This design comes from an exercise in tuning for small area on the open sky130 flow, not from production work. The RTL was checked by simulation tests, not by an equivalence proof against the original design. The clock port is modelled as an ideal driver, which makes a skipped or thinned clock tree look cheaper than it is; a real chip needs a root buffer or a tree. Power figures rest on the tool's default switching activity, not on a simulated workload.

== north ==
==> module lcd_driver, before the edit <==
module lcd_driver(clk, Rst, reset, Tens, Ones, Locked, SF_D, LCD_E,
	LCD_RS, LCD_RW);
input clk, Rst, reset;
input Tens;
input [3:0] Ones;
input Locked;
output reg [3:0] SF_D;
output LCD_E;
output reg LCD_RS;
output LCD_RW;
localparam [20:0] K20      = 21'h100002;
localparam [20:0] K60      = 21'h140008;
localparam [20:0] K2000    = 21'h04ad05;
localparam [20:0] K2200    = 21'h0f672f;
localparam [20:0] K5000    = 21'h1d4136;
localparam [20:0] K80000   = 21'h145731;
localparam [20:0] K205000  = 21'h0532fd;
localparam [20:0] K750000  = 21'h06848b;
reg [20:0] x;
reg E, L;
reg [3:0] c_q;
reg A_q, s1_q;
wire [3:0] c = c_q ^ 4'd0;
wire A = A_q ^ 1'b0;
wire s1 = s1_q ^ 1'b1;
assign LCD_E = E;
assign LCD_RW = 1'b0;
wire P = A & (~c[0] | c[3]);   
wire k24 = P & (c == 4'd0) & ~s1 & ~E;   
wire low = ~(|x[19:0]);
wire fire = low & ~x[20] & (P ? reset : ~reset);
wire fb = x[20] ^ x[1] ^ low;
reg [20:0] K;
always @(*) begin
	if (~E)
		K = k24 ? K2000 : K20;
	else if (~s1) begin
		if (P & (c == 4'd10)) K = K205000;
		else if (P & (c == 4'd11)) K = K2200;
		else K = K60;
	end else begin
		if (P & (c == 4'd10)) K = K5000;
		else if (P & (c == 4'd15)) K = K80000;
		else if (~A & (c == 4'd0)) K = K2000;
		else K = K2200;
	end
end
reg [3:0] N;
always @(*) begin
	N = 4'h0;
	if (P) begin
		if (~s1)
			case (c)
				4'd10: N = 4'h3;
				4'd11: N = 4'h3;
				4'd12: N = 4'h2;
				default: N = 4'h0;
			endcase
		else
			case (c)
				4'd10: N = 4'h3;
				4'd11: N = 4'h2;
				4'd12: N = 4'h8;
				4'd13: N = 4'h6;
				4'd14: N = 4'hf;
				4'd15: N = 4'h1;
				default: N = 4'h0;
			endcase
	end else if (A) begin
		N = s1 ? 4'h0 : (L ? 4'h8 : 4'hc);
	end else if (~L) begin
		N = s1 ? 4'h0 : 4'h2;
	end else if (~s1) begin
		case (c)
			4'd1: N = 4'h3;
			4'd2: N = 4'h3;
			4'd3: N = 4'h3;
			4'd6: N = Locked ? 4'h2 : 4'h5;
			4'd7: N = Locked ? 4'h2 : 4'h4;
			4'd8: N = 4'h4;
			4'd9: N = 4'h4;
			4'd10: N = 4'h4;
			4'd11: N = 4'h4;
			4'd12: N = 4'h4;
			4'd13: N = 4'h4;
			default: N = 4'h2;
		endcase
	end else begin
		case (c)
			4'd1: N = 4'he;
			4'd2: N = {3'b000, Tens};
			4'd3: N = Ones;
			4'd6: N = Locked ? 4'h0 : 4'h5;
			4'd7: N = Locked ? 4'h0 : 4'he;
			4'd8: N = 4'hc;
			4'd9: N = 4'hf;
			4'd10: N = 4'h3;
			4'd11: N = 4'hb;
			4'd12: N = 4'h5;
			4'd13: N = 4'h4;
			default: N = 4'h0;
		endcase
	end
end
wire grp = (s1 & E) | k24;
always @(posedge clk)
if (Rst) begin
	x <= K750000;
	E <= 1'b0;
	s1_q <= 1'b1;
	c_q <= 4'd10;
	A_q <= 1'b1;
	L <= 1'b0;
	SF_D <= 4'd0;
	LCD_RS <= 1'b0;
end else if (fire) begin
	x <= K;
	SF_D <= E ? 4'd0 : N;
	if (~E & ~s1 & ~P)
		LCD_RS <= ~A;
	if (~k24)
		{s1_q, E} <= ({s1, E} + 2'd1) ^ {1'b1, 1'b0};
	if (grp) begin
		c_q <= ((A & (c == 4'd1)) ? 4'd1 : c + 4'd1) ^ 4'd0;
		if (c == 4'd0)
			L <= ~L;
		A_q <= (A ? (c != 4'd1) : (c == 4'd0)) ^ 1'b0;
	end
end else begin
	x <= {x[19:0], fb};
end
endmodule
==> flow/config.mk <==
export PLATFORM = sky130hd
export DESIGN_NAME = rotary_combination_lock
export DESIGN_NICKNAME = rotary_combination_lock
export VERILOG_FILES = /design/flow/design.v
export SDC_FILE = /design/flow/constraint.sdc
export NUM_CORES = 4
export LEC_CHECK = 0
export ABC_AREA = 1
export CAP_MARGIN = 10
export CORE_MARGIN = 2
export CORE_UTILIZATION = 70
export GPL_TIMING_DRIVEN = 0
export SLEW_MARGIN = 10
==> flow/constraint.sdc <==
create_clock -name core_clock -period 10.0 [get_ports {Clk}]
set_input_delay 2.0000 -clock core_clock [delete_from_list [all_inputs] [get_ports {Clk}]]
set_output_delay 2.0000 -clock core_clock [all_outputs]
set_load 0.01 [all_outputs]
standard.sh (not shown) runs the stock make flow with config.mk's settings and CLKGATE_MAP_FILE= SYNTH_SCRIPT=/design/flow/synth_recipe.tcl, a recipe that flattens the netlist after the stock synthesis.
==> flow/flow/run.sh <==
#!/bin/bash
# Own layout flow: the standard ORFS flow (standard.sh) with
#  - synthesis run once per area-oriented ABC script in flow/abc_*.script
#    (in parallel, each in its own ORFS work folder syn_N/), keeping the
#    smallest netlist; only the combinational mapping differs between them,
#  - no extra synthesis buffer on the constant output, minimum-size port
#    buffers,
#  - a small hand-built clock buffer stage in place of TritonCTS
#    (flow/manual_cts.tcl).
# Each run's output goes to syn_N/synth.log and flow_standard.log here, and
# to the ORFS logs under syn_N/orfs/logs and orfs/logs.
set -euo pipefail
W=$PWD
R=results/sky130hd/rotary_combination_lock/base
mkscripts() {
  rm -rf "$1"
  cp -r "$FLOW_HOME/scripts" "$1"
  cp "$W/flow/manual_cts.tcl" "$1/manual_cts.tcl"
  sed -i 's|^log_cmd clock_tree_synthesis {\*}\$cts_args|source $::env(SCRIPTS_DIR)/manual_cts.tcl|' "$1/cts.tcl"
  grep -q manual_cts.tcl "$1/cts.tcl"
}
i=0
for s in "$W"/flow/abc_*.script; do
  i=$((i + 1))
  d="$W/syn_$i"
  rm -rf "$d"; mkdir -p "$d"
  mkscripts "$d/scripts"
  cp "$s" "$d/scripts/abc_area.script"
  sed "s|WORK_HOME=[^ ]*|WORK_HOME=$d/orfs|" standard.sh > "$d/std.sh"
  ( bash "$d/std.sh" SCRIPTS_DIR="$d/scripts" ADDER_MAP_FILE= SYNTH_INSBUF=0 synth > "$d/synth.log" 2>&1 || true ) &
done
wait
best=""; besta=""
for d in "$W"/syn_*; do
  f="$d/orfs/reports/sky130hd/rotary_combination_lock/base/synth_stat.txt"
  [ -f "$d/orfs/$R/1_synth.odb" ] && [ -f "$f" ] || continue
  a=$(grep -i "chip area for module" "$f" | awk '{print $NF}')
  echo "$d $a" >> "$W/flow_synth_choice.log"
  if [ -z "$best" ] || awk "BEGIN{exit !($a < $besta)}"; then best=$d; besta=$a; fi
done
[ -n "$best" ]
echo "chosen: $best $besta" >> "$W/flow_synth_choice.log"
rm -rf "$W/orfs"
cp -a "$best/orfs" "$W/orfs"
mkscripts "$W/scripts_mod"
cp "$best/scripts/abc_area.script" "$W/scripts_mod/abc_area.script"
export MCTS_N=${MCTS_N:-3}
export MCTS_CELL=${MCTS_CELL:-sky130_fd_sc_hd__clkbuf_8}
bash standard.sh SCRIPTS_DIR="$W/scripts_mod" ADDER_MAP_FILE= SYNTH_INSBUF=0 \
  "BUFFER_PORTS_ARGS=-buffer_cell sky130_fd_sc_hd__buf_1" \
  finish > "$W/flow_standard.log" 2>&1
Other scripts of this flow, unchanged in this note and not shown: flow/flow/abc_1.script, flow/flow/abc_2.script, flow/flow/abc_3.script, flow/flow/abc_4.script, flow/flow/manual_cts.tcl
[inputs] south vs north
diff --git a/flow/design.v b/flow/design.v
--- a/flow/design.v
+++ b/flow/design.v
@@ -142,12 +142,8 @@
 localparam [20:0] K205000  = 21'h0532fd;
 localparam [20:0] K750000  = 21'h06848b;
 reg [20:0] x;
-reg E, L;
-reg [3:0] c_q;
-reg A_q, s1_q;
-wire [3:0] c = c_q ^ 4'd0;
-wire A = A_q ^ 1'b0;
-wire s1 = s1_q ^ 1'b1;
+reg E, s1, A, L;
+reg [3:0] c;
 assign LCD_E = E;
 assign LCD_RW = 1'b0;
 wire P = A & (~c[0] | c[3]);   
@@ -232,9 +228,9 @@
 if (Rst) begin
 	x <= K750000;
 	E <= 1'b0;
-	s1_q <= 1'b1;
-	c_q <= 4'd10;
-	A_q <= 1'b1;
+	s1 <= 1'b0;
+	c <= 4'd10;
+	A <= 1'b1;
 	L <= 1'b0;
 	SF_D <= 4'd0;
 	LCD_RS <= 1'b0;
@@ -244,12 +240,12 @@
 	if (~E & ~s1 & ~P)
 		LCD_RS <= ~A;
 	if (~k24)
-		{s1_q, E} <= ({s1, E} + 2'd1) ^ {1'b1, 1'b0};
+		{s1, E} <= {s1, E} + 2'd1;
 	if (grp) begin
-		c_q <= ((A & (c == 4'd1)) ? 4'd1 : c + 4'd1) ^ 4'd0;
+		c <= (A & (c == 4'd1)) ? 4'd1 : c + 4'd1;
 		if (c == 4'd0)
 			L <= ~L;
-		A_q <= (A ? (c != 4'd1) : (c == 4'd0)) ^ 1'b0;
+		A <= A ? (c != 4'd1) : (c == 4'd0);
 	end
 end else begin
 	x <= {x[19:0], fb};
--- outcome ---
Re area of the mapped netlist: south is 1.2% up on north. south ends up with a critical path depth that is 3 lower than in north. Summary — net total in the final layout, south relative to north: higher, by about 5.4%. sky130_fd_sc_hd__nor2_1 as the most frequent standard cell in the layout excluding fill and tap cells was reported by south, and sky130_fd_sc_hd__dfxtp_1 by north. Compare north and south | met2 track demand over resource higher: north. Any difference in clock network power share between south and north is small enough to ignore. Density: south denser than north. north and south ended up with nearly the same area growth from synthesis to layout. Number of buffers added for setup after CTS: north vs south — no meaningful difference. In the tables for north and south, combinational share of power reads higher with north.
No run of this note takes its clock network from TritonCTS; it comes from the design's own scripts or RTL.

==> port drivers added, routing unchanged <==
Ports are ideal in the flow. The routed layouts listed here were re-timed in OpenROAD.
Step 1 sets driving cells, clkbuf_16 on the clock port and buf_2 on the other inputs (assumed; they add their load-dependent delay and slew).
Step 2, shift: input delay + t, output delay - t, t = (earliest + latest rising clock arrival at the registers) / 2. This alone moves slack from input paths to output paths.
Three values: no drivers, after step 1, after step 2; two values: the first two.
run	shift t [ns]	setup WS [ns]	hold slack, ns	latest minus earliest clock arrival (ns)	worst register clock-pin slew, ns
north	0.208	3.517 / 3.542 / 3.334	0.336 / 0.336 / 0.336	0.013 / 0.013	0.11 / 0.11
south	0.209	5.034 / 5.050 / 4.841	0.342 / 0.342 / 0.342	0.010 / 0.010	0.11 / 0.11
After both steps every run listed still meets setup and hold. The setup slack of south, which loses most, moves by +0.016 ns with the drivers and by -0.193 ns with both steps.
